What follows belongs to an exercise in optimizing a design on an open flow for small area; a production flow would make more cautious choices. Function was checked by simulation only, so behaviour that the tests miss may differ from the original. The flow treats the clock pin as an ideal source, which a real chip does not have.

==> flow/design.v <==
module fir_filter(
    input              clk,
    input              n_rst,
    input  signed [7:0] din,
    output reg signed [7:0] dout
);
reg [7:0] d0;
reg [7:0] d1;
reg [7:0] d2;
reg [7:0] d3;
reg [7:0] d4;
reg [7:0] d5;
reg [7:0] d6;
reg [7:0] d7;
reg [7:0] d8;
reg [7:0] d9;
reg [7:0] d10;
reg [7:0] d11;
reg [7:0] d12;
reg [7:0] d13;
reg [15:0] m;
wire n1, n2, n3, n4, n5, n6, n7, n8, n9, n10, n11, n12, n13, n14, n15, n16, n17, n18, n19, n20, n21, n22, n23, n24, n25, n26, n27, n28, n29, n30, n31, n32, n33, n34, n35, n36, n37, n38, n39, n40, n41, n42, n43, n44, n45, n46, n47, n48, n49, n50, n51, n52, n53, n54, n55, n56, n57, n58, n59, n60, n61, n62, n63, n64, n65, n66, n67, n68, n69, n70, n71, n72, n73, n74, n75, n76, n77, n78, n79, n80, n81, n82, n83, n84, n85, n86, n87, n88, n89, n90, n91, n92, n93, n94, n95, n96, n97, n98, n99, n100, n101, n102, n103, n104, n105, n106, n107, n108, n109, n110, n111, n112, n113, n114, n115, n116, n117, n118, n119, n120, n121, n122, n123, n124, n125, n126, n127, n128, n129, n130, n131, n132, n133, n134, n135, n136, n137, n138, n139, n140, n141, n142, n143, n144, n145, n146, n147, n148, n149, n150, n151, n152, n153, n154, n155, n156, n157, n158, n159, n160, n161, n162, n163, n164, n165, n166, n167, n168, n169, n170, n171, n172, n173, n174, n175, n176, n177, n178, n179, n180, n181, n182, n183, n184, n185, n186, n187, n188, n189, n190, n191, n192, n193, n194, n195, n196, n197, n198, n199, n200, n201, n202, n203, n204, n205, n206, n207, n208, n209, n210, n211, n212, n213, n214, n215, n216, n217, n218, n219, n220, n221, n222, n223, n224, n225, n226, n227, n228, n229, n230, n231, n232, n233, n234, n235, n236, n237, n238, n239, n240, n241, n242, n243, n244, n245, n246, n247, n248, n249, n250, n251, n252, n253, n254, n255, n256, n257, n258, n259, n260, n261, n262, n263, n264, n265, n266, n267, n268, n269, n270, n271, n272, n273, n274, n275, n276, n277, n278, n279, n280, n281, n282, n283, n284, n285, n286, n287, n288, n289, n290, n291, n292, n293, n294, n295, n296, n297, n298, n299, n300, n301, n302, n303, n304, n305, n306, n307, n308, n309, n310, n311, n312, n313, n314, n315, n316, n317, n318, n319, n320, n321, n322, n323, n325, n327, n329, n331, n333, n335, n337, n339, n341, n342, n343, n344, n345, n346, n347, n348, n349, n350, n351, n352, n353, n354, n355, n356, n357, n358, n359, n360, n361, n362, n363, n364, n365, n366, n367, n368, n369;
assign n1 = ~(d1[0] ^ d13[0]);
assign n2 = d1[0] | d13[0];
assign n3 = d1[1] ^ d13[1] ^ n2;
assign n4 = (d1[1] & d13[1]) | (n2 & (d1[1] ^ d13[1]));
assign n5 = d1[2] ^ d13[2] ^ n4;
assign n6 = (d1[2] & d13[2]) | (n4 & (d1[2] ^ d13[2]));
assign n7 = d1[3] ^ d13[3] ^ n6;
assign n8 = (d1[3] & d13[3]) | (n6 & (d1[3] ^ d13[3]));
assign n9 = d1[4] ^ d13[4] ^ n8;
assign n10 = (d1[4] & d13[4]) | (n8 & (d1[4] ^ d13[4]));
assign n11 = d1[5] ^ d13[5] ^ n10;
assign n12 = (d1[5] & d13[5]) | (n10 & (d1[5] ^ d13[5]));
assign n13 = d1[6] ^ d13[6] ^ n12;
assign n14 = (d1[6] & d13[6]) | (n12 & (d1[6] ^ d13[6]));
assign n15 = d1[7] ^ d13[7] ^ n14;
assign n16 = (d1[7] & d13[7]) | (n14 & (d1[7] ^ d13[7]));
assign n17 = d2[0] ^ d12[0];
assign n18 = d2[0] & d12[0];
assign n19 = d2[1] ^ d12[1] ^ n18;
assign n20 = (d2[1] & d12[1]) | (n18 & (d2[1] ^ d12[1]));
assign n21 = d2[2] ^ d12[2] ^ n20;
assign n22 = (d2[2] & d12[2]) | (n20 & (d2[2] ^ d12[2]));
assign n23 = d2[3] ^ d12[3] ^ n22;
assign n24 = (d2[3] & d12[3]) | (n22 & (d2[3] ^ d12[3]));
assign n25 = d2[4] ^ d12[4] ^ n24;
assign n26 = (d2[4] & d12[4]) | (n24 & (d2[4] ^ d12[4]));
assign n27 = d2[5] ^ d12[5] ^ n26;
assign n28 = (d2[5] & d12[5]) | (n26 & (d2[5] ^ d12[5]));
assign n29 = d2[6] ^ d12[6] ^ n28;
assign n30 = (d2[6] & d12[6]) | (n28 & (d2[6] ^ d12[6]));
assign n31 = d2[7] ^ d12[7] ^ n30;
assign n32 = (d2[7] & d12[7]) | (n30 & (d2[7] ^ d12[7]));
assign n33 = d4[0] ^ d10[0];
assign n34 = d4[0] & d10[0];
assign n35 = d4[1] ^ d10[1] ^ n34;
assign n36 = (d4[1] & d10[1]) | (n34 & (d4[1] ^ d10[1]));
assign n37 = d4[2] ^ d10[2] ^ n36;
assign n38 = (d4[2] & d10[2]) | (n36 & (d4[2] ^ d10[2]));
assign n39 = d4[3] ^ d10[3] ^ n38;
assign n40 = (d4[3] & d10[3]) | (n38 & (d4[3] ^ d10[3]));
assign n41 = d4[4] ^ d10[4] ^ n40;
assign n42 = (d4[4] & d10[4]) | (n40 & (d4[4] ^ d10[4]));
assign n43 = d4[5] ^ d10[5] ^ n42;
assign n44 = (d4[5] & d10[5]) | (n42 & (d4[5] ^ d10[5]));
assign n45 = d4[6] ^ d10[6] ^ n44;
assign n46 = (d4[6] & d10[6]) | (n44 & (d4[6] ^ d10[6]));
assign n47 = d4[7] ^ d10[7] ^ n46;
assign n48 = (d4[7] & d10[7]) | (n46 & (d4[7] ^ d10[7]));
assign n49 = ~(d5[0] ^ d9[0]);
assign n50 = d5[0] | d9[0];
assign n51 = d5[1] ^ d9[1] ^ n50;
assign n52 = (d5[1] & d9[1]) | (n50 & (d5[1] ^ d9[1]));
assign n53 = d5[2] ^ d9[2] ^ n52;
assign n54 = (d5[2] & d9[2]) | (n52 & (d5[2] ^ d9[2]));
assign n55 = d5[3] ^ d9[3] ^ n54;
assign n56 = (d5[3] & d9[3]) | (n54 & (d5[3] ^ d9[3]));
assign n57 = d5[4] ^ d9[4] ^ n56;
assign n58 = (d5[4] & d9[4]) | (n56 & (d5[4] ^ d9[4]));
assign n59 = d5[5] ^ d9[5] ^ n58;
assign n60 = (d5[5] & d9[5]) | (n58 & (d5[5] ^ d9[5]));
assign n61 = d5[6] ^ d9[6] ^ n60;
assign n62 = (d5[6] & d9[6]) | (n60 & (d5[6] ^ d9[6]));
assign n63 = d5[7] ^ d9[7] ^ n62;
assign n64 = (d5[7] & d9[7]) | (n62 & (d5[7] ^ d9[7]));
assign n65 = d6[0] ^ d8[0];
assign n66 = d6[0] & d8[0];
assign n67 = d6[1] ^ d8[1] ^ n66;
assign n68 = (d6[1] & d8[1]) | (n66 & (d6[1] ^ d8[1]));
assign n69 = d6[2] ^ d8[2] ^ n68;
assign n70 = (d6[2] & d8[2]) | (n68 & (d6[2] ^ d8[2]));
assign n71 = d6[3] ^ d8[3] ^ n70;
assign n72 = (d6[3] & d8[3]) | (n70 & (d6[3] ^ d8[3]));
assign n73 = d6[4] ^ d8[4] ^ n72;
assign n74 = (d6[4] & d8[4]) | (n72 & (d6[4] ^ d8[4]));
assign n75 = d6[5] ^ d8[5] ^ n74;
assign n76 = (d6[5] & d8[5]) | (n74 & (d6[5] ^ d8[5]));
assign n77 = d6[6] ^ d8[6] ^ n76;
assign n78 = (d6[6] & d8[6]) | (n76 & (d6[6] ^ d8[6]));
assign n79 = d6[7] ^ d8[7] ^ n78;
assign n80 = (d6[7] & d8[7]) | (n78 & (d6[7] ^ d8[7]));
assign n81 = ~n17;
assign n82 = ~n19;
assign n83 = ~n21;
assign n84 = ~n23;
assign n85 = ~n25;
assign n86 = ~n27;
assign n87 = ~n29;
assign n88 = ~n31;
assign n89 = ~n32;
assign n90 = ~(n33 ^ n81);
assign n91 = n33 | n81;
assign n92 = n35 ^ n82 ^ n91;
assign n93 = (n35 & n82) | (n91 & (n35 ^ n82));
assign n94 = n37 ^ n83 ^ n93;
assign n95 = (n37 & n83) | (n93 & (n37 ^ n83));
assign n96 = n39 ^ n84 ^ n95;
assign n97 = (n39 & n84) | (n95 & (n39 ^ n84));
assign n98 = n41 ^ n85 ^ n97;
assign n99 = (n41 & n85) | (n97 & (n41 ^ n85));
assign n100 = n43 ^ n86 ^ n99;
assign n101 = (n43 & n86) | (n99 & (n43 ^ n86));
assign n102 = n45 ^ n87 ^ n101;
assign n103 = (n45 & n87) | (n101 & (n45 ^ n87));
assign n104 = n47 ^ n88 ^ n103;
assign n105 = (n47 & n88) | (n103 & (n47 ^ n88));
assign n106 = n48 ^ n89 ^ n105;
assign n107 = (n48 & n89) | (n105 & (n48 ^ n89));
assign n108 = ~d7[0];
assign n109 = ~d7[1];
assign n110 = ~d7[2];
assign n111 = ~d7[3];
assign n112 = ~d7[4];
assign n113 = ~d7[5];
assign n114 = ~d7[6];
assign n115 = ~d7[7];
assign n116 = ~n1;
assign n117 = ~n3;
assign n118 = ~n5;
assign n119 = ~n7;
assign n120 = ~n9;
assign n121 = ~n11;
assign n122 = ~n13;
assign n123 = ~n15;
assign n124 = ~n16;
assign n125 = ~n65;
assign n126 = ~n67;
assign n127 = ~n69;
assign n128 = ~n71;
assign n129 = ~n73;
assign n130 = ~n75;
assign n131 = ~n77;
assign n132 = ~n79;
assign n133 = ~n80;
assign n134 = n109 ^ n65;
assign n135 = n109 & n65;
assign n136 = n110 ^ n135 ^ n90;
assign n137 = (n110 & n135) | (n90 & (n110 ^ n135));
assign n138 = n67 ^ n136;
assign n139 = n67 & n136;
assign n140 = n111 ^ n116 ^ n137;
assign n141 = (n111 & n116) | (n137 & (n111 ^ n116));
assign n142 = n69 ^ n92 ^ n139;
assign n143 = (n69 & n92) | (n139 & (n69 ^ n92));
assign n144 = n140 ^ n142;
assign n145 = n140 & n142;
assign n146 = n112 ^ n49 ^ n116;
assign n147 = (n112 & n49) | (n116 & (n112 ^ n49));
assign n148 = n81 ^ n125 ^ n117;
assign n149 = (n81 & n125) | (n117 & (n81 ^ n125));
assign n150 = n146 ^ n148 ^ n141;
assign n151 = (n146 & n148) | (n141 & (n146 ^ n148));
assign n152 = n71 ^ n94 ^ n143;
assign n153 = (n71 & n94) | (n143 & (n71 ^ n94));
assign n154 = n150 ^ n145 ^ n152;
assign n155 = (n150 & n145) | (n152 & (n150 ^ n145));
assign n156 = n113 ^ n33 ^ n51;
assign n157 = (n113 & n33) | (n51 & (n113 ^ n33));
assign n158 = n147 ^ n82 ^ n117;
assign n159 = (n147 & n82) | (n117 & (n147 ^ n82));
assign n160 = n126 ^ n156 ^ n118;
assign n161 = (n126 & n156) | (n118 & (n126 ^ n156));
assign n162 = n149 ^ n158 ^ n160;
assign n163 = (n149 & n158) | (n160 & (n149 ^ n158));
assign n164 = n151 ^ n73 ^ n96;
assign n165 = (n151 & n73) | (n96 & (n151 ^ n73));
assign n166 = n162 ^ n153 ^ n164;
assign n167 = (n162 & n153) | (n164 & (n162 ^ n153));
assign n168 = n155 ^ n100;
assign n169 = n155 & n100;
assign n170 = n114 ^ n49 ^ n35;
assign n171 = (n114 & n49) | (n35 & (n114 ^ n49));
assign n172 = n157 ^ n53 ^ n170;
assign n173 = (n157 & n53) | (n170 & (n157 ^ n53));
assign n174 = n83 ^ n118 ^ n127;
assign n175 = (n83 & n118) | (n127 & (n83 ^ n118));
assign n176 = n159 ^ n119 ^ n161;
assign n177 = (n159 & n119) | (n161 & (n159 ^ n119));
assign n178 = n172 ^ n174 ^ n163;
assign n179 = (n172 & n174) | (n163 & (n172 ^ n174));
assign n180 = n176 ^ n75 ^ n165;
assign n181 = (n176 & n75) | (n165 & (n176 ^ n75));
assign n182 = n98 ^ n178 ^ n167;
assign n183 = (n98 & n178) | (n167 & (n98 ^ n178));
assign n184 = n180 ^ n169 ^ n102;
assign n185 = (n180 & n169) | (n102 & (n180 ^ n169));
assign n186 = d7[0] ^ n115 ^ n65;
assign n187 = (d7[0] & n115) | (n65 & (d7[0] ^ n115));
assign n188 = n51 ^ n186 ^ n171;
assign n189 = (n51 & n186) | (n171 & (n51 ^ n186));
assign n190 = n37 ^ n55 ^ n188;
assign n191 = (n37 & n55) | (n188 & (n37 ^ n55));
assign n192 = n173 ^ n84 ^ n119;
assign n193 = (n173 & n84) | (n119 & (n173 ^ n84));
assign n194 = n128 ^ n175 ^ n177;
assign n195 = (n128 & n175) | (n177 & (n128 ^ n175));
assign n196 = n120 ^ n190 ^ n192;
assign n197 = (n120 & n190) | (n192 & (n120 ^ n190));
assign n198 = n179 ^ n194 ^ n196;
assign n199 = (n179 & n194) | (n196 & (n179 ^ n194));
assign n200 = n77 ^ n181 ^ n100;
assign n201 = (n77 & n181) | (n100 & (n77 ^ n181));
assign n202 = n198 ^ n183 ^ n200;
assign n203 = (n198 & n183) | (n200 & (n198 ^ n183));
assign n204 = ~(n104 ^ n185);
assign n205 = n104 | n185;
assign n206 = ~(d7[1] ^ n67);
assign n207 = d7[1] | n67;
assign n208 = n187 ^ n206 ^ n53;
assign n209 = (n187 & n206) | (n53 & (n187 ^ n206));
assign n210 = n189 ^ n39 ^ n208;
assign n211 = (n189 & n39) | (n208 & (n189 ^ n39));
assign n212 = n57 ^ n191 ^ n193;
assign n213 = (n57 & n191) | (n193 & (n57 ^ n191));
assign n214 = n85 ^ n120 ^ n129;
assign n215 = (n85 & n120) | (n129 & (n85 ^ n120));
assign n216 = n210 ^ n195 ^ n121;
assign n217 = (n210 & n195) | (n121 & (n210 ^ n195));
assign n218 = n197 ^ n212 ^ n214;
assign n219 = (n197 & n212) | (n214 & (n197 ^ n212));
assign n220 = n216 ^ n199 ^ n218;
assign n221 = (n216 & n199) | (n218 & (n216 ^ n199));
assign n222 = n79 ^ n102 ^ n201;
assign n223 = (n79 & n102) | (n201 & (n79 ^ n102));
assign n224 = n220 ^ n203 ^ n222;
assign n225 = (n220 & n203) | (n222 & (n220 ^ n203));
assign n226 = n205 ^ n106;
assign n227 = n205 & n106;
assign n228 = d7[2] ^ n207 ^ n69;
assign n229 = (d7[2] & n207) | (n69 & (d7[2] ^ n207));
assign n230 = n55 ^ n209 ^ n228;
assign n231 = (n55 & n209) | (n228 & (n55 ^ n209));
assign n232 = n41 ^ n211 ^ n230;
assign n233 = (n41 & n211) | (n230 & (n41 ^ n211));
assign n234 = n59 ^ n213 ^ n86;
assign n235 = (n59 & n213) | (n86 & (n59 ^ n213));
assign n236 = n121 ^ n130 ^ n215;
assign n237 = (n121 & n130) | (n215 & (n121 ^ n130));
assign n238 = n232 ^ n122 ^ n217;
assign n239 = (n232 & n122) | (n217 & (n232 ^ n122));
assign n240 = n219 ^ n234 ^ n236;
assign n241 = (n219 & n234) | (n236 & (n219 ^ n234));
assign n242 = n80 ^ n238 ^ n221;
assign n243 = (n80 & n238) | (n221 & (n80 ^ n238));
assign n244 = n240 ^ n104 ^ n223;
assign n245 = (n240 & n104) | (n223 & (n240 ^ n104));
assign n246 = n242 ^ n107 ^ n244;
assign n247 = (n242 & n107) | (n244 & (n242 ^ n107));
assign n248 = ~(n225 ^ n227);
assign n249 = n225 | n227;
assign n250 = d7[3] ^ n71 ^ n229;
assign n251 = (d7[3] & n71) | (n229 & (d7[3] ^ n71));
assign n252 = n57 ^ n231 ^ n250;
assign n253 = (n57 & n231) | (n250 & (n57 ^ n231));
assign n254 = n43 ^ n233 ^ n252;
assign n255 = (n43 & n233) | (n252 & (n43 ^ n233));
assign n256 = n61 ^ n87 ^ n122;
assign n257 = (n61 & n87) | (n122 & (n61 ^ n87));
assign n258 = n131 ^ n235 ^ n237;
assign n259 = (n131 & n235) | (n237 & (n131 ^ n235));
assign n260 = n254 ^ n123 ^ n239;
assign n261 = (n254 & n123) | (n239 & (n254 ^ n123));
assign n262 = n241 ^ n256 ^ n258;
assign n263 = (n241 & n256) | (n258 & (n241 ^ n256));
assign n264 = n260 ^ n243 ^ n262;
assign n265 = (n260 & n243) | (n262 & (n260 ^ n243));
assign n266 = n106 ^ n245 ^ n264;
assign n267 = (n106 & n245) | (n264 & (n106 ^ n245));
assign n268 = n249 ^ n247;
assign n269 = n249 & n247;
assign n270 = ~(d7[4] ^ n73);
assign n271 = d7[4] | n73;
assign n272 = n251 ^ n270 ^ n59;
assign n273 = (n251 & n270) | (n59 & (n251 ^ n270));
assign n274 = n253 ^ n45 ^ n272;
assign n275 = (n253 & n45) | (n272 & (n253 ^ n45));
assign n276 = n255 ^ n63 ^ n124;
assign n277 = (n255 & n63) | (n124 & (n255 ^ n63));
assign n278 = n88 ^ n123 ^ n132;
assign n279 = (n88 & n123) | (n132 & (n88 ^ n123));
assign n280 = n257 ^ n259 ^ n274;
assign n281 = (n257 & n259) | (n274 & (n257 ^ n259));
assign n282 = n261 ^ n276 ^ n263;
assign n283 = (n261 & n276) | (n263 & (n261 ^ n276));
assign n284 = n278 ^ n280 ^ n107;
assign n285 = (n278 & n280) | (n107 & (n278 ^ n280));
assign n286 = n282 ^ n265 ^ n284;
assign n287 = (n282 & n265) | (n284 & (n282 ^ n265));
assign n288 = n267 ^ n269;
assign n289 = n267 & n269;
assign n290 = d7[5] ^ n271 ^ n75;
assign n291 = (d7[5] & n271) | (n75 & (d7[5] ^ n271));
assign n292 = n61 ^ n273 ^ n290;
assign n293 = (n61 & n273) | (n290 & (n61 ^ n273));
assign n294 = n64 ^ n47 ^ n89;
assign n295 = (n64 & n47) | (n89 & (n64 ^ n47));
assign n296 = n124 ^ n133 ^ n275;
assign n297 = (n124 & n133) | (n275 & (n124 ^ n133));
assign n298 = n292 ^ n277 ^ n279;
assign n299 = (n292 & n277) | (n279 & (n292 ^ n277));
assign n300 = n294 ^ n281 ^ n296;
assign n301 = (n294 & n281) | (n296 & (n294 ^ n281));
assign n302 = n298 ^ n283 ^ n300;
assign n303 = (n298 & n283) | (n300 & (n298 ^ n283));
assign n304 = n285 ^ n302 ^ n287;
assign n305 = (n285 & n302) | (n287 & (n285 ^ n302));
assign n306 = d7[6] ^ n77 ^ n291;
assign n307 = (d7[6] & n77) | (n291 & (d7[6] ^ n77));
assign n308 = n48 ^ n63 ^ n293;
assign n309 = (n48 & n63) | (n293 & (n48 ^ n63));
assign n310 = n306 ^ n295 ^ n297;
assign n311 = (n306 & n295) | (n297 & (n306 ^ n295));
assign n312 = n308 ^ n299 ^ n310;
assign n313 = (n308 & n299) | (n310 & (n308 ^ n299));
assign n314 = n301 ^ n303 ^ n312;
assign n315 = (n301 & n303) | (n312 & (n301 ^ n303));
assign n316 = d7[7] ^ n64 ^ n79;
assign n317 = (d7[7] & n64) | (n79 & (d7[7] ^ n64));
assign n318 = n307 ^ n309 ^ n316;
assign n319 = (n307 & n309) | (n316 & (n307 ^ n309));
assign n320 = n311 ^ n318 ^ n313;
assign n321 = (n311 & n318) | (n313 & (n311 ^ n318));
assign n322 = n80 ^ n317 ^ n319;
assign n323 = (n80 & n317) | (n319 & (n80 ^ n317));
assign n325 = n108 | n90;
assign n327 = (n134 & n325) | (n92 & (n134 ^ n325));
assign n329 = (n138 & n94) | (n327 & (n138 ^ n94));
assign n331 = (n96 & n329) | (n144 & (n96 ^ n329));
assign n333 = (n98 & n331) | (n154 & (n98 ^ n331));
assign n335 = (n166 & n333) | (n168 & (n166 ^ n333));
assign n337 = (n182 & n335) | (n184 & (n182 ^ n335));
assign n339 = (n202 & n204) | (n337 & (n202 ^ n204));
assign n341 = (n224 & n226) | (n339 & (n224 ^ n226));
assign n342 = m[0] ^ m[1] ^ m[2];
assign n343 = (m[0] & m[1]) | (m[2] & (m[0] ^ m[1]));
assign n344 = m[3] ^ m[4] ^ n343;
assign n345 = (m[3] & m[4]) | (n343 & (m[3] ^ m[4]));
assign n346 = m[5] ^ m[6] ^ n345;
assign n347 = (m[5] & m[6]) | (n345 & (m[5] ^ m[6]));
assign n348 = m[7] ^ m[8] ^ n347;
assign n349 = (m[7] & m[8]) | (n347 & (m[7] ^ m[8]));
assign n350 = m[9] ^ m[10] ^ n349;
assign n351 = (m[9] & m[10]) | (n349 & (m[9] ^ m[10]));
assign n352 = m[11] ^ m[12] ^ n351;
assign n353 = (m[11] & m[12]) | (n351 & (m[11] ^ m[12]));
assign n354 = ~(m[13] ^ m[14]);
assign n355 = m[13] | m[14];
assign n356 = n354 ^ n353;
assign n357 = n354 & n353;
assign n358 = m[15] ^ n355 ^ n357;
assign n359 = (m[15] & n355) | (n357 & (m[15] ^ n355));
assign n360 = ~n359;
assign n361 = n360 ^ n358;
assign n362 = n361 ? n358 : n344;
assign n363 = n361 ? n358 : n346;
assign n364 = n361 ? n358 : n348;
assign n365 = n361 ? n358 : n350;
assign n366 = n361 ? n358 : n352;
assign n367 = n361 ? n358 : n356;
assign n368 = n361 | n342;
assign n369 = ~din[7];
always @(posedge clk or negedge n_rst) begin
    if (!n_rst) begin
        d0 <= 8'h80;
        d1 <= 8'h80;
        d2 <= 8'h80;
        d3 <= 8'h80;
        d4 <= 8'h80;
        d5 <= 8'h80;
        d6 <= 8'h80;
        d7 <= 8'h80;
        d8 <= 8'h80;
        d9 <= 8'h80;
        d10 <= 8'h80;
        d11 <= 8'h80;
        d12 <= 8'h80;
        d13 <= 8'h80;
        m <= 16'ha000;
        dout <= 8'sd0;
    end else begin
        d0[0] <= din[0];
        d0[1] <= din[1];
        d0[2] <= din[2];
        d0[3] <= din[3];
        d0[4] <= din[4];
        d0[5] <= din[5];
        d0[6] <= din[6];
        d0[7] <= n369;
        d1[0] <= d0[0];
        d1[1] <= d0[1];
        d1[2] <= d0[2];
        d1[3] <= d0[3];
        d1[4] <= d0[4];
        d1[5] <= d0[5];
        d1[6] <= d0[6];
        d1[7] <= d0[7];
        d2[0] <= d1[0];
        d2[1] <= d1[1];
        d2[2] <= d1[2];
        d2[3] <= d1[3];
        d2[4] <= d1[4];
        d2[5] <= d1[5];
        d2[6] <= d1[6];
        d2[7] <= d1[7];
        d3[0] <= d2[0];
        d3[1] <= d2[1];
        d3[2] <= d2[2];
        d3[3] <= d2[3];
        d3[4] <= d2[4];
        d3[5] <= d2[5];
        d3[6] <= d2[6];
        d3[7] <= d2[7];
        d4[0] <= d3[0];
        d4[1] <= d3[1];
        d4[2] <= d3[2];
        d4[3] <= d3[3];
        d4[4] <= d3[4];
        d4[5] <= d3[5];
        d4[6] <= d3[6];
        d4[7] <= d3[7];
        d5[0] <= d4[0];
        d5[1] <= d4[1];
        d5[2] <= d4[2];
        d5[3] <= d4[3];
        d5[4] <= d4[4];
        d5[5] <= d4[5];
        d5[6] <= d4[6];
        d5[7] <= d4[7];
        d6[0] <= d5[0];
        d6[1] <= d5[1];
        d6[2] <= d5[2];
        d6[3] <= d5[3];
        d6[4] <= d5[4];
        d6[5] <= d5[5];
        d6[6] <= d5[6];
        d6[7] <= d5[7];
        d7[0] <= d6[0];
        d7[1] <= d6[1];
        d7[2] <= d6[2];
        d7[3] <= d6[3];
        d7[4] <= d6[4];
        d7[5] <= d6[5];
        d7[6] <= d6[6];
        d7[7] <= d6[7];
        d8[0] <= d7[0];
        d8[1] <= d7[1];
        d8[2] <= d7[2];
        d8[3] <= d7[3];
        d8[4] <= d7[4];
        d8[5] <= d7[5];
        d8[6] <= d7[6];
        d8[7] <= d7[7];
        d9[0] <= d8[0];
        d9[1] <= d8[1];
        d9[2] <= d8[2];
        d9[3] <= d8[3];
        d9[4] <= d8[4];
        d9[5] <= d8[5];
        d9[6] <= d8[6];
        d9[7] <= d8[7];
        d10[0] <= d9[0];
        d10[1] <= d9[1];
        d10[2] <= d9[2];
        d10[3] <= d9[3];
        d10[4] <= d9[4];
        d10[5] <= d9[5];
        d10[6] <= d9[6];
        d10[7] <= d9[7];
        d11[0] <= d10[0];
        d11[1] <= d10[1];
        d11[2] <= d10[2];
        d11[3] <= d10[3];
        d11[4] <= d10[4];
        d11[5] <= d10[5];
        d11[6] <= d10[6];
        d11[7] <= d10[7];
        d12[0] <= d11[0];
        d12[1] <= d11[1];
        d12[2] <= d11[2];
        d12[3] <= d11[3];
        d12[4] <= d11[4];
        d12[5] <= d11[5];
        d12[6] <= d11[6];
        d12[7] <= d11[7];
        d13[0] <= d12[0];
        d13[1] <= d12[1];
        d13[2] <= d12[2];
        d13[3] <= d12[3];
        d13[4] <= d12[4];
        d13[5] <= d12[5];
        d13[6] <= d12[6];
        d13[7] <= d12[7];
        m[0] <= n248;
        m[1] <= n246;
        m[2] <= n341;
        m[3] <= n266;
        m[4] <= n268;
        m[5] <= n286;
        m[6] <= n288;
        m[7] <= n289;
        m[8] <= n304;
        m[9] <= n314;
        m[10] <= n305;
        m[11] <= n315;
        m[12] <= n320;
        m[13] <= n322;
        m[14] <= n321;
        m[15] <= n323;
        dout[0] <= n368;
        dout[1] <= n362;
        dout[2] <= n363;
        dout[3] <= n364;
        dout[4] <= n365;
        dout[5] <= n366;
        dout[6] <= n367;
        dout[7] <= n360;
    end
end
endmodule
==> flow/flow/run.sh <==
#!/bin/bash
# Own layout flow: the standard synthesis (unchanged) fixes the registers;
# its combinational logic is then replaced by the equivalent hand-built
# full-adder netlist from gen4.py, and the standard ORFS flow lays it out.
set -uo pipefail
HERE=$(pwd)
RES=$HERE/orfs/results/$FLOW_PLATFORM/fir_filter/base
bash standard.sh synth > synth_std.log 2>&1 || { echo "standard synthesis failed"; exit 1; }
cp $RES/1_2_yosys.v std_synth.v
python3 flow/gen4.py flow/spec.json gen_rtl.v own_net.v > gen.log 2>&1
if python3 flow/inject.py std_synth.v own_net.v injected.v > inject.log 2>&1; then
  cp injected.v $RES/1_2_yosys.v
  rm -f $RES/1_synth.odb $RES/1_synth.sdc
  bash standard.sh synth > synth_odb.log 2>&1 || { echo "odb from injected netlist failed"; exit 1; }
else
  echo "register mismatch, keeping the standard netlist" | tee -a inject.log
fi
# clock tree: no dummy balancing loads, small clock buffers
export CTS_ARGS="-sink_clustering_enable -repair_clock_nets -dont_use_dummy_load -root_buf sky130_fd_sc_hd__clkbuf_8 -buf_list sky130_fd_sc_hd__clkbuf_4"
# port buffers: the smallest buffer cell
export BUFFER_PORTS_ARGS="-buffer_cell sky130_fd_sc_hd__buf_1"
export POST_CTS_TCL=$HERE/flow/post_cts.tcl
bash standard.sh > layout.log 2>&1
==> flow/flow/gen4.py <==
#!/usr/bin/env python3
"""Generator for fir_filter (13-tap symmetric FIR, sky130hd).

Writes two files describing the same circuit:
  * rtl  : plain Verilog (registers + assign statements), the version's RTL
  * net  : the same logic as sky130_fd_sc_hd cells (full/half adders etc.)

Structure (two pipeline stages after the sample delay line):
  d0..d13 : sample delay line, d0 = newest sample. Bit 7 of every sample
            register holds the inverted sign bit, so sample value
            x = {~r[7], r[6:0]} - 128 (reset value of r[7] is 1 -> x = 0).
  stage 1 : S = sum c[k] * d[k+1] (k = 0..12) built as a carry-save tree of
            full adders; columns 0..8 are summed completely, columns 9..17
            are kept as (up to) two rows in registers ma / mb.
  stage 2 : dout <= sat((ma + mb) >> 0)  (the rows hold S[17:9])
"""
import sys, json

AREA = {"fa_1": 20.0192, "ha_1": 12.512, "maj3_1": 10.0096, "and2_1": 6.256,
        "xor2_1": 8.7584, "xnor2_1": 8.7584, "or2_1": 6.256, "inv_1": 3.7536,
        "mux2_1": 11.2608, "dfrtp_1": 25.024, "conb_1": 3.7536, "nor2_1": 3.7536,
        "nand2_1": 3.7536, "dfstp_1": 26.2752, "a21oi_1": 5.0048, "o21ai_0": 5.0048,
        "mux2i_1": 10.0096, "xnor3_1": 22.5216, "xor3_1": 23.7728}
DLY = {"fa_s": 0.45, "fa_c": 0.38, "ha_s": 0.28, "ha_c": 0.20, "g": 0.12, "x2": 0.25, "o2": 0.20}
W = 18
CLKQ = 0.35

class Bit:
    __slots__ = ("net", "neg", "t")
    def __init__(s, net, neg=False, t=CLKQ):
        s.net, s.neg, s.t = net, neg, t

# cell functions as verilog expressions (for the RTL)
FUN = {
    "fa_1":   {"SUM": "{A} ^ {B} ^ {CIN}", "COUT": "({A} & {B}) | ({CIN} & ({A} ^ {B}))"},
    "ha_1":   {"SUM": "{A} ^ {B}", "COUT": "{A} & {B}"},
    "maj3_1": {"X": "({A} & {B}) | ({C} & ({A} ^ {B}))"},
    "and2_1": {"X": "{A} & {B}"},
    "or2_1":  {"X": "{A} | {B}"},
    "xor2_1": {"X": "{A} ^ {B}"},
    "xnor2_1": {"Y": "~({A} ^ {B})"},
    "inv_1":  {"Y": "~{A}"},
    "mux2_1": {"X": "{S} ? {A1} : {A0}"},
}
OUTS = {"SUM", "COUT", "X", "Y", "HI", "LO", "Q"}

class Builder:
    def __init__(s, spec):
        s.spec = spec
        s.cells = []
        s.n = 0
        s.K = 0
    def new(s):
        s.n += 1; return f"n{s.n}"
    def cell(s, typ, pins):
        s.cells.append([typ, pins])
    def fa(s, a, b, c):
        xs = [a, b, c]
        ks = [x for x in xs if x.net == "1'b1"]
        if ks:
            assert len(ks) == 1
            o = [x for x in xs if x.net != "1'b1"]
            return s.fa1(o[0], o[1])
        so, co = s.new(), s.new()
        s.cell("fa_1", {"A": a.net, "B": b.net, "CIN": c.net, "SUM": so, "COUT": co})
        t = max(a.t, b.t, c.t)
        return Bit(so, a.neg, t + DLY["fa_s"]), Bit(co, a.neg, t + DLY["fa_c"])
    def ha(s, a, b):
        if b.net == "1'b1": a, b = b, a
        if a.net == "1'b1":
            assert b.net != "1'b1"
            return s.inv(b), b
        so, co = s.new(), s.new()
        s.cell("ha_1", {"A": a.net, "B": b.net, "SUM": so, "COUT": co})
        t = max(a.t, b.t)
        return Bit(so, a.neg, t + DLY["ha_s"]), Bit(co, a.neg, t + DLY["ha_c"])
    def inv(s, a):
        y = s.new(); s.cell("inv_1", {"A": a.net, "Y": y})
        return Bit(y, a.neg, a.t + DLY["g"])
    def fa1(s, a, b):
        so, co = s.new(), s.new()
        s.cell("xnor2_1", {"A": a.net, "B": b.net, "Y": so})
        s.cell("or2_1", {"A": a.net, "B": b.net, "X": co})
        t = max(a.t, b.t)
        return Bit(so, False, t + DLY["x2"]), Bit(co, False, t + DLY["o2"])

    def ripple(s, bits_a, bits_b, lo, hi):
        """unsigned ripple add of positive bits in positions lo..hi (dicts pos->Bit);
        returns dict pos->Bit incl. carry at hi+1"""
        out = {}; c = None
        for p in range(lo, hi + 1):
            xs = [x for x in (bits_a.get(p), bits_b.get(p), c) if x is not None]
            if len(xs) == 3: sm, c = s.fa(*xs)
            elif len(xs) == 2: sm, c = s.ha(*xs)
            elif len(xs) == 1: sm, c = xs[0], None
            else: sm, c = None, None
            if sm is not None: out[p] = sm
        if c is not None: out[hi + 1] = c
        return out

    def ripple_cin(s, bits_a, bits_b, lo, hi):
        """ripple add with a carry-in of 1 at position lo"""
        out = {}; c = Bit("1'b1", False, 0.0)
        for p in range(lo, hi + 1):
            xs = [x for x in (bits_a.get(p), bits_b.get(p), c) if x is not None]
            if len(xs) == 3: sm, c = s.fa(*xs)
            elif len(xs) == 2: sm, c = s.ha(*xs)
            elif len(xs) == 1: sm, c = xs[0], None
            else: sm, c = None, None
            if sm is not None: out[p] = sm
        if c is not None: out[hi + 1] = c
        return out

    def column(s, p, cols, target):
        """reduce column p to `target` positive bits; carries to p+1"""
        col = cols.get(p, [])
        nxt = cols.setdefault(p + 1, [])
        while True:
            pos = sorted([b for b in col if not b.neg], key=lambda b: b.t)
            neg = sorted([b for b in col if b.neg], key=lambda b: b.t)
            if not neg and len(pos) <= target: break
            cand = []
            if len(neg) >= 3: cand.append((neg[2].t, "n"))
            if len(pos) >= 3 and (len(pos) + len(neg) > target + 1 or neg): cand.append((pos[2].t, "p"))
            if cand:
                cand.sort()
                grp = neg[:3] if cand[0][1] == "n" else pos[:3]
                for b in grp: col.remove(b)
                sm, cy = s.fa(*grp)
                col.append(sm); nxt.append(cy)
            elif neg:
                b = neg[0]; col.remove(b)
                nb = s.inv(b); nb.neg = False
                col.append(nb); s.K -= 1 << p
            elif len(pos) > target:
                if p in s.kbits:
                    s.kbits.discard(p)
                    sm, cy = s.fa1(pos[0], pos[1])
                else:
                    sm, cy = s.ha(pos[0], pos[1])
                    s.hacols = getattr(s, "hacols", []) + [p]
                col.remove(pos[0]); col.remove(pos[1]); col.append(sm); nxt.append(cy)
            else:
                break
        if p in s.kbits:
            s.kbits.discard(p)
            pos = sorted(col, key=lambda b: b.t)
            if s.spec.get("const_late") in (2, 3, 4):
                col.append(Bit("1'b1", False, 0.0))
            elif len(pos) == 0:
                col.append(Bit("1'b1", False, 0.0))
            elif len(pos) == 1:
                b = pos[0]; col.remove(b); col.append(s.inv(b)); nxt.append(b)
            else:
                sm, cy = s.fa1(pos[0], pos[1]); col.remove(pos[0]); col.remove(pos[1])
                col.append(sm); nxt.append(cy)
        cols[p] = col
        return col

    def build(s):
        spec = s.spec
        nodes = {}
        # sample j as unsigned {~s, x[6:0]}, value = u - 128
        for j in range(1, 14):
            nodes[f"x{j}"] = ({i: Bit(f"d{j}[{i}]") for i in range(8)}, -128)
        for name, (a, b), chunks, *popt in spec["pre"]:
            popt = popt[0] if popt else {}
            va, ka = nodes[a]; vb, kb = nodes[b]
            cins = popt.get("cin", [])   # chunk starts that take a carry-in of 1
            out = {}; extra = []
            lo = 0
            for hi in chunks:
                if lo in cins:
                    va = dict(va); va.setdefault(-1, None)
                    r = s.ripple_cin(va, vb, lo, hi)
                    ka -= 1 << lo
                else:
                    r = s.ripple(va, vb, lo, hi)
                for p, x in r.items():
                    if p in out: extra.append((p, x))
                    else: out[p] = x
                lo = hi + 1
            nodes[name] = (out, ka + kb, extra)
        comp = {}
        def cbit(x):
            if x.net not in comp: comp[x.net] = s.inv(x)
            return comp[x.net]
        for name, a, b in spec.get("sub", []):
            # name = a - b (ripple), a, b: pre-adder nodes
            va, ka = nodes[a][0], nodes[a][1]; vb, kb = nodes[b][0], nodes[b][1]
            w = max(max(va), max(vb)) + 1
            nb = {p: cbit(x) for p, x in vb.items()}
            for p in range(w):
                if p not in nb: nb[p] = None
            # a - b = a + ~b + 1 - 2^w  (b's bits complemented over w bits)
            vbc = {p: x for p, x in nb.items() if x is not None}
            r = s.ripple_cin(va, vbc, 0, w - 1)
            kconst = 0
            for p in range(w):
                if nb[p] is None: kconst += 1 << p   # ~0 = 1 at missing bits
            nodes[name] = (r, ka - kb + kconst + 1 - (1 << w) - 0, [])
            # value check: r = a_bits + ~b_bits(w) + 1 ; a - b = (a_bits+ka) - (b_bits+kb)
            # ~b_bits(w) = 2^w - 1 - b_bits  =>  a_bits - b_bits = r - 2^w
            nodes[name] = (r, ka - kb - (1 << w), [])
            if kconst:
                # missing positions were treated as absent: add them back as constant
                nodes[name] = (r, ka - kb - (1 << w) + kconst, [])
        for name, a, b, sh in spec.get("add", []):
            va, ka = nodes[a][0], nodes[a][1]; vb, kb = nodes[b][0], nodes[b][1]
            vbs = {p + sh: x for p, x in vb.items()}
            hi = max(max(va), max(vbs))
            r = s.ripple(va, vbs, 0, hi)
            nodes[name] = (r, ka + (kb << sh), [])
        cols = {}
        for nd, coef in spec["out"]:
            v = nodes[nd]
            vec, k = v[0], v[1]
            extra = v[2] if len(v) > 2 else []
            sh = abs(coef).bit_length() - 1
            assert abs(coef) == 1 << sh
            neg = coef < 0
            for p, x in list(vec.items()) + extra:
                if p + sh >= W: continue
                if neg:   # -b = ~b - 1
                    cols.setdefault(p + sh, []).append(cbit(x))
                    s.K -= 1 << (p + sh)
                else:
                    cols.setdefault(p + sh, []).append(x)
            s.K += coef * k
        # inversions of leftover negative bits (see column()) depend only on
        # the negative bit counts: account for them in K up front
        nn = {p: sum(1 for x in c if x.neg) for p, c in cols.items()}
        for p in range(W):
            n = nn.get(p, 0); f = 0
            while n >= 3: n -= 2; f += 1
            nn[p + 1] = nn.get(p + 1, 0) + f
            s.K -= n << p
        s.K %= 1 << W
        s.kbits = {p for p in range(W) if (s.K >> p) & 1}
        s.Kfinal = s.K
        cl = spec.get("const_late", False)
        if cl == 4:
            late = set(spec.get("late_cols", []))
            for p in [p for p in s.kbits if p not in late]:
                cols.setdefault(p, []).append(Bit("1'b1", False, 0.0))
                s.kbits.discard(p)
        elif not cl or cl == 3:
            lowmax = 9 if cl == 3 else W
            for p in [p for p in s.kbits if p < lowmax]:
                cols.setdefault(p, []).append(Bit("1'b1", False, 0.0))
                s.kbits.discard(p)
        s.Kpre = s.K; s.K = 0; s.Kinv = sum(0 for _ in ())
        s.rows = {}
        for p in range(W):
            tgt = 1 if p == W - 1 else 2
            s.column(p, cols, tgt)
        cols.pop(W, None)
        # carry of the low columns 0..8 into column 9 (only the carry is used)
        for p in range(9):
            col = cols.get(p, [])
            while len(col) >= 2:
                col.sort(key=lambda b: b.t)
                if len(col) >= 3:
                    sm, cy = s.fa(col[0], col[1], col[2]); col = col[3:] + [sm]
                else:
                    sm, cy = s.ha(col[0], col[1]); col = [sm]
                cols.setdefault(p + 1, []).append(cy)
            cols[p] = col
        # stage-1 carry-propagate where the bits are early enough: each
        # column so resolved needs one register instead of two
        bud = spec.get("res_budget", 0.0)
        for p in range(9, W):
            col = sorted(cols.get(p, []), key=lambda b: b.t)
            while len(col) >= 2:
                if len(col) >= 3:
                    t = col[2].t + DLY["fa_s"]
                    if t > bud: break
                    sm, cy = s.fa(col[0], col[1], col[2]); col = col[3:]
                else:
                    t = col[1].t + DLY["ha_s"]
                    if t > bud: break
                    sm, cy = s.ha(col[0], col[1]); col = col[2:]
                col.append(sm); col.sort(key=lambda b: b.t)
                if p + 1 < W: cols.setdefault(p + 1, []).append(cy)
            cols[p] = col
        for p in range(9, W):
            s.rows[p] = cols[p]
        return s

def stage2(b):
    """mid registers -> ripple -> sat -> dout"""
    mid = []   # (regname, src Bit, col)
    rows = b.rows
    cnt = {}
    for p in range(9, W):
        for x in rows[p]:
            mid.append((None, x, p))
    k = 0
    for i, (nm, x, p) in enumerate(mid):
        if x.net != "1'b1":
            mid[i] = (f"m[{k}]", x, p); k += 1
    # stage 2 ripple over registered bits
    cols = {}
    for nm, x, p in mid:
        cols.setdefault(p, []).append(Bit("1'b1", False, 0.0) if x.net == "1'b1" else Bit(nm, False, CLKQ))
    C = sum(1 << p for nm, x, p in mid if x.net == "1'b1")
    mid = [m for m in mid if m[1].net != "1'b1"]
    # reset values of the mid registers: their weighted sum plus the
    # constants must be 0 mod 2^W (S = 0 while the state is cleared)
    T = (-C) % (1 << W)
    best = None
    n = len(mid)
    import itertools
    # greedy over columns with carry: choose per column how many bits are set
    bycol = {}
    for i, (nm, x, p) in enumerate(mid): bycol.setdefault(p, []).append(i)
    def dfs(p, carry, chosen):
        nonlocal best
        if p == W:
            if best is None or len(chosen) < len(best): best = list(chosen)
            return
        idx = bycol.get(p, [])
        for k in range(len(idx) + 1):
            tot = carry + k
            if (tot & 1) != ((T >> p) & 1): continue
            dfs(p + 1, tot >> 1, chosen + idx[:k])
    dfs(9, 0, [])
    assert best is not None, "no reset encoding"
    b.setregs = set(mid[i][0] for i in best)
    S = {}
    for p in range(9, W):
        col = cols.get(p, [])
        while len(col) >= 2:
            col.sort(key=lambda x: x.t)
            if len(col) >= 3:
                sm, cy = b.fa(col[0], col[1], col[2]); col = col[3:] + [sm]
            else:
                if p == W - 1 and "1'b1" in (col[0].net, col[1].net):
                    sm = b.inv([x for x in col if x.net != "1'b1"][0]); cy = None
                else:
                    sm, cy = b.ha(col[0], col[1])
                col = [sm]
            if p + 1 < W and cy is not None: cols.setdefault(p + 1, []).append(cy)
        if not col: raise RuntimeError("empty column")
        S[p] = col[0]
    sb = lambda p: S[p].net
    ovf = b.new(); b.cell("xor2_1", {"A": sb(17), "B": sb(16), "X": ovf})
    dn = [None] * 8
    dn[7] = sb(17)
    for i in range(1, 7):
        y = b.new(); b.cell("mux2_1", {"A0": sb(9 + i), "A1": sb(16), "S": ovf, "X": y}); dn[i] = y
    y = b.new(); b.cell("or2_1", {"A": ovf, "B": sb(9), "X": y}); dn[0] = y
    # registers: (cell, regbit name, D net, reset value)
    regs = []
    for j in range(14):
        for i in range(8):
            if j == 0:
                src = "din[7]" if i == 7 else f"din[{i}]"
            else:
                src = f"d{j-1}[{i}]"
            regs.append(("dfstp_1" if i == 7 else "dfrtp_1", f"d{j}[{i}]", src))
    for nm, x, p in mid:
        regs.append(("dfstp_1" if nm in b.setregs else "dfrtp_1", nm, x.net))
    for i in range(8):
        regs.append(("dfrtp_1", f"dout[{i}]", dn[i]))
    # din[7] must be inverted into d0[7]
    y = b.new(); b.cell("inv_1", {"A": "din[7]", "Y": y})
    regs = [(c, r, (y if r == "d0[7]" else d)) for c, r, d in regs]
    prune(b, set(r[2] for r in regs))
    return regs, mid

def prune(b, roots):
    changed = True
    while changed:
        changed = False
        used = set(roots)
        for typ, pins in b.cells:
            for p, n in pins.items():
                if p not in OUTS: used.add(n)
        new = []
        for c in b.cells:
            typ, pins = c
            outs = [p for p in pins if p in OUTS]
            live = [p for p in outs if pins[p] in used]
            if not live:
                changed = True; continue
            if typ == "fa_1" and live == ["COUT"]:
                c[0] = "maj3_1"; c[1] = {"A": pins["A"], "B": pins["B"], "C": pins["CIN"], "X": pins["COUT"]}; changed = True
            elif typ == "ha_1" and live == ["COUT"]:
                c[0] = "and2_1"; c[1] = {"A": pins["A"], "B": pins["B"], "X": pins["COUT"]}; changed = True
            elif typ == "ha_1" and live == ["SUM"]:
                c[0] = "xor2_1"; c[1] = {"A": pins["A"], "B": pins["B"], "X": pins["SUM"]}; changed = True
            elif typ == "xnor2_1" and False:
                pass
            new.append(c)
        b.cells = new

def regs_decl(regs):
    """group register bits by vector name -> width"""
    vec = {}
    for c, r, d in regs:
        nm, idx = r[:-1].split("[")
        vec.setdefault(nm, []).append(int(idx))
    return {k: max(v) + 1 for k, v in vec.items()}

def vnet(n):
    # nets named like d3[2], m0[4] are register outputs (vectors)
    return n

def write_rtl(b, regs, path, header):
    L = [header.rstrip(), "module fir_filter(",
         "    input              clk,",
         "    input              n_rst,",
         "    input  signed [7:0] din,",
         "    output reg signed [7:0] dout",
         ");", ""]
    vec = regs_decl(regs)
    for nm, w in vec.items():
        if nm == "dout": continue
        L.append(f"reg [{w-1}:0] {nm};")
    nets = sorted({n for typ, pins in b.cells for p, n in pins.items() if p in OUTS},
                  key=lambda n: int(n[1:]))
    L.append("wire " + ", ".join(nets) + ";")
    L.append("")
    for typ, pins in b.cells:
        for op, expr in FUN[typ].items():
            if op in pins:
                L.append(f"assign {pins[op]} = " + expr.format(**pins) + ";")
    L.append("")
    L.append("always @(posedge clk or negedge n_rst) begin")
    L.append("    if (!n_rst) begin")
    for nm, w in vec.items():
        rv = 0
        for c, r, d in regs:
            rn, idx = r[:-1].split("[")
            if rn == nm and c == "dfstp_1": rv |= 1 << int(idx)
        L.append(f"        {nm} <= {w}'h{rv:x};" if nm != "dout" else f"        dout <= 8'sd0;")
    L.append("    end else begin")
    for c, r, d in regs:
        L.append(f"        {r} <= {d};")
    L.append("    end")
    L.append("end")
    L.append("")
    L.append("endmodule")
    open(path, "w").write("\n".join(L) + "\n")

def esc(n):
    if "[" in n and not n.startswith(("din[", "dout[")):
        return "\\" + n + " "
    return n

def write_net(b, regs, path):
    L = ["module fir_filter(clk, n_rst, din, dout);",
         "  input clk;", "  input n_rst;", "  input [7:0] din;", "  output [7:0] dout;"]
    wires = set()
    for typ, pins in b.cells:
        wires |= set(pins.values())
    for c, r, d in regs: wires.add(r); wires.add(d)
    wires.discard("1'b1")
    for w in sorted(wires):
        if w.startswith(("din[", "dout[")): continue
        L.append(f"  wire {esc(w)};")
    for i, (typ, pins) in enumerate(b.cells):
        ps = ", ".join(f".{p}({esc(n)})" for p, n in pins.items())
        L.append(f"  sky130_fd_sc_hd__{typ} g{i} ({ps});")
    for c, r, d in regs:
        rst = "SET_B" if c == "dfstp_1" else "RESET_B"
        L.append(f"  sky130_fd_sc_hd__{c} \\{r}$_DFF_PN{'1' if c == 'dfstp_1' else '0'}_  (.CLK(clk), .D({esc(d)}), .Q({esc(r)}), .{rst}(n_rst));")
    L.append("endmodule")
    open(path, "w").write("\n".join(L) + "\n")

def area(b, regs):
    comb = sum(AREA[c[0]] for c in b.cells)
    return comb, comb + sum(AREA[r[0]] for r in regs)

if __name__ == "__main__":
    spec = json.load(open(sys.argv[1]))
    b = Builder(spec).build()
    regs, mid = stage2(b)
    from collections import Counter
    cnt = Counter(c[0] for c in b.cells)
    comb, tot = area(b, regs)
    print(f"regs {len(regs)} mid {len(mid)} comb {comb:.1f} total {tot:.1f} "
          f"mid_t {max(x.t for _, x, _ in mid):.2f}", dict(cnt), file=sys.stderr)
    if len(sys.argv) > 3:
        write_rtl(b, regs, sys.argv[2], open(sys.argv[4]).read() if len(sys.argv) > 4 else "")
        write_net(b, regs, sys.argv[3])
==> flow/flow/inject.py <==
#!/usr/bin/env python3
"""Swap the combinational logic of the standard synthesis netlist for the
hand-built cell netlist made by gen4.py, keeping the standard synthesis's
registers: same instance names, same cell types, same count.

usage: inject.py STD_NETLIST OWN_NETLIST OUT_NETLIST
Exits non-zero (and writes nothing) if the registers do not match.
"""
import re, sys

FF = re.compile(r'^\s*sky130_fd_sc_hd__(df\w+)\s+\\(\S+)\$_DFF_(\w+)_\s*\(', re.M)

def regs(path):
    txt = open(path).read()
    out = {}
    for typ, bit, kind in FF.findall(txt):
        out[bit] = (typ, kind)
    return txt, out

std_txt, std = regs(sys.argv[1])
own_txt, own = regs(sys.argv[2])
base = lambda t: t.rsplit("_", 1)[0]
ok = True
if set(std) != set(own):
    print("register sets differ:", sorted(set(std) ^ set(own))[:20]); ok = False
for bit in set(std) & set(own):
    if base(std[bit][0]) != base(own[bit][0]) or std[bit][1] != own[bit][1]:
        print("register type differs:", bit, std[bit], own[bit]); ok = False
if not ok:
    sys.exit(1)

def fix(m):
    typ, bit, kind = m.group(1), m.group(2), m.group(3)
    styp, skind = std[bit]
    return m.group(0).replace("sky130_fd_sc_hd__" + typ, "sky130_fd_sc_hd__" + styp, 1)
out = FF.sub(fix, own_txt)
open(sys.argv[3], "w").write(out)
print(f"injected netlist with {len(std)} registers")
==> flow/flow/post_cts.tcl <==
# After CTS: clock buffers (clkbuf_4) that drive many flip-flops are
# upsized to clkbuf_8 so that every flip-flop clock pin keeps a clean slew.
set upsized 0
foreach inst [get_cells -filter "ref_name == sky130_fd_sc_hd__clkbuf_4"] {
  set out [get_pins -of_objects $inst -filter "direction == output"]
  set net [get_nets -of_objects $out]
  if { $net == "" } { continue }
  set sinks [llength [get_pins -of_objects $net -filter "direction == input"]]
  if { $sinks >= 10 } {
    replace_cell $inst sky130_fd_sc_hd__clkbuf_8
    incr upsized
  }
}
puts "post_cts: upsized $upsized clock buffers"
if { $upsized > 0 } {
  detailed_placement
  check_placement -verbose
  estimate_parasitics -placement
}
==> flow/flow/spec.json <==
{"pre": [["q0", ["x1", "x13"], [7], {"cin": [0]}], ["q1", ["x2", "x12"], [7]], ["q3", ["x4", "x10"], [7]], ["q4", ["x5", "x9"], [7], {"cin": [0]}], ["q5", ["x6", "x8"], [7]]], "out": [["q4", 64], ["q4", 16], ["x7", 128], ["x7", -1], ["q3", 32], ["q1", -16], ["dd", 4], ["dd", 1], ["q0", -16], ["q0", -8], ["q5", 128], ["q5", -16], ["q5", 2]], "sub": [["dd", "q3", "q1"]], "const_late": 4, "late_cols": [0, 7, 9, 15]}
==> flow/standard.sh <==
#!/bin/bash
# synth_recipe.tcl (not shown) runs the flow's synth.tcl, then flattens the netlist and writes it again
# the make line also repeats each setting of config.mk as NAME=value (left out here)
make -C /OpenROAD-flow-scripts/flow DESIGN_CONFIG=/design/flow/config.mk WORK_HOME=/design/flow/orfs CLKGATE_MAP_FILE= SYNTH_SCRIPT=/design/flow/synth_recipe.tcl "${@:-finish}"
==> flow/config.mk <==
export PLATFORM = sky130hd
export DESIGN_NAME = fir_filter
export DESIGN_NICKNAME = fir_filter
export VERILOG_FILES = /design/flow/design.v
export SDC_FILE = /design/flow/constraint.sdc
export NUM_CORES = 4
export LEC_CHECK = 0
export CAP_MARGIN = 20
export CORE_MARGIN = 2
export CORE_UTILIZATION = 70
export SLEW_MARGIN = 20
==> flow/constraint.sdc <==
create_clock -name core_clock -period 6.0 [get_ports {clk}]
set_input_delay 1.2000 -clock core_clock [delete_from_list [all_inputs] [get_ports {clk}]]
set_output_delay 1.2000 -clock core_clock [all_outputs]
set_load 0.01 [all_outputs]
==> impl_metrics.tcl <==
set metrics [dict create \
    drv_cap 0 \
    detail_route.wl_per_cell_um 19.72 \
    coreArea_mm2 0.009240 \
    drt_iter0_markers 63 \
    grtUsageTotal_pct 24.18 \
    antenna_found_initial 0 \
    slew-limit-headroom_pct 44.24 \
    holdPathStages 0 \
    gp_congestion 0.8351 \
    ioPinCount 18 \
    io_buffers 17 \
    startpoint "d9[0]$_DFF_PN0_" \
    cts_tree "done" \
    worstPathMaxFanout 3 \
    vias 2708 \
    final.fill_count 515 \
    timing.fmax_mhz 171.4 \
    worstSkewPairLatency_ns 0.42 \
    finalWirelength_um 10280 \
    hold_violations 0 \
    slew_violations 0 \
    drive_gt1_share_pct 11.99 \
    syn-num-nets 506 \
    grt_max_degree 71 \
    clock_skew_ns 0.03366 \
    area_growth_pct 6.977 \
    layout_common_cells "fa_1, dfrtp_1, inv_1" \
    synth_cells 351 \
    start_kind "register" \
    min_path_type "reg2reg" \
    cts.sinks 136 \
    layout_commonest_cell "fa_1" \
    synthesis.area_mm2 0.006671 \
    outcome "no timing/DRC/antenna violations" \
    timing.setup.tns_ns 0 \
    post-route-drc-count 0 \
    multiInputGateArea_mm2 0.003122 \
    fin_crit_sh_pct 97.22 \
    worstSetupPathType "reg2reg" \
    setup_viol 0 \
    floorplan.initialDensity_pct 72.20 \
    cts.clk_slew.worst_paths_ns 0.10 \
    final_antenna_net_count 0 \
    syn_avg_cell_area_um2 19.01 \
    num_rows 35 \
    die_area_mm2 0.01033 \
    r2r-start "d9[0]$_DFF_PN0_" \
    die_h_um 101.6 \
    vias_per_cell 5.198 \
    first_pass_iters 4 \
    rr_worst_depth 12 \
    final_nets 549 \
    rsz0062_at_grt "no" \
    worstHoldStart "d3[2]$_DFF_PN0_" \
    seqCellArea_mm2 0.003423 \
    endpoint_kind "register" \
    final.min_clock_period_ns 5.833 \
    dp_hpwl_um 8567 \
    grt_pass1_wl_um 17150 \
    ys_warn_count 1 \
    n_antenna_cell 0 \
    die_x_um 101.6 \
    worstPathArrival_ns 6.11 \
    grt_pass1_vias 3262 \
    overflow 0 \
    worstPathRequired_ns 6.27 \
    tightestPinTransition_ns 0.8364 \
]
stage by stage:
step / utilization [%] / setup WS [ns] / hold WS, ns / cells / area, um^2
after floorplan: - / 0.3397 / 0.3312 / 351 / 6671
after global placement: 75.17 / 0.1176 / 0.3318 / 503 / 6945
after detailed placement: 75.17 / 0.05624 / 0.3347 / 503 / 6945
after global routing: 77.24 / 0.01676 / 0.3271 / 521 / 7137
final: 77.24 / 0.1667 / 0.3231 / 521 / 7137
cell type report:
class	instances	share of cell area, %
Clock buffer	17	2.314
Inverter	37	1.946
Multi-Input combinational cell	178	43.74
Sequential cell	136	47.97
Tap cell	129	2.262
Timing Repair Buffer	24	1.771
layer usage:
layer | wire length, um | vias to the layer above | track usage, %
met5 | 0 | - | 0
met4 | 97 | 0 | 7.796
met3 | 337 | 9 | 6.280
met2 | 4871 | 41 | 34.82
met1 | 4969 | 1525 | 37.75
li1 | - | 1133 | -
critical path, stage by stage, from the launching register on:
cell	delay, ns
dfrtp_1	0.43
or2_1	0.24
fa_2	0.36
fa_2	0.38
fa_2	0.63
fa_1	0.47
fa_1	0.44
fa_1	0.46
fa_1	0.46
fa_1	0.46
fa_1	0.40
fa_1	0.55
fa_1	0.42
flip-flops by register name, indices dropped and copies added (netlist names):
| name | cells |
|---|---|
| d11 | 8 |
| d8 | 8 |
| m | 16 |
| d4 | 8 |
| d5 | 8 |
| d0 | 8 |
| d13 | 8 |
| d12 | 8 |
| d10 | 8 |
| d1 | 8 |
| d6 | 8 |
| dout | 8 |
| d9 | 8 |
| d2 | 8 |
| d7 | 8 |
| d3 | 8 |
worst paths after layout:
check                                    end  slack (ns)
min reg2reg                  d4[2]$_DFF_PN0_        0.32
max in group asynchronous   d11[4]$_DFF_PN0_        4.32
min in group asynchronous  dout[1]$_DFF_PN0_        0.62
max reg2reg                   m[8]$_DFF_PN0_        0.17
min                          d4[2]$_DFF_PN0_        0.32
max                           m[8]$_DFF_PN0_        0.17

[afterwards: timing with drivers on the ports]
The results above use ideal ports. As a check the final layout listed here was re-extracted and re-timed, cells and wires unchanged.
Step 1, drivers: a clkbuf_16 drives clk and a buf_2 each remaining input, both assumed.
Step 2 adds t to the input delays and takes it off the output delays; t is the mean of the earliest and latest rising clock arrival at the registers after step 1. Input paths then give back, and output paths get back, about the clock's delay inside the block.
Slacks: ideal / step 1 / step 2; pairs: ideal / step 1.
shift t [ns]: 0.439
setup WS [ns]: 0.167 / 0.167 / 0.167
worst data-port slew with drivers (ns): 0.04
pins driven straight from the clock port: 1
After both steps this run still meets setup and hold. The setup slack of this run moves by 0.000 ns with the drivers and by 0.000 ns with both steps.
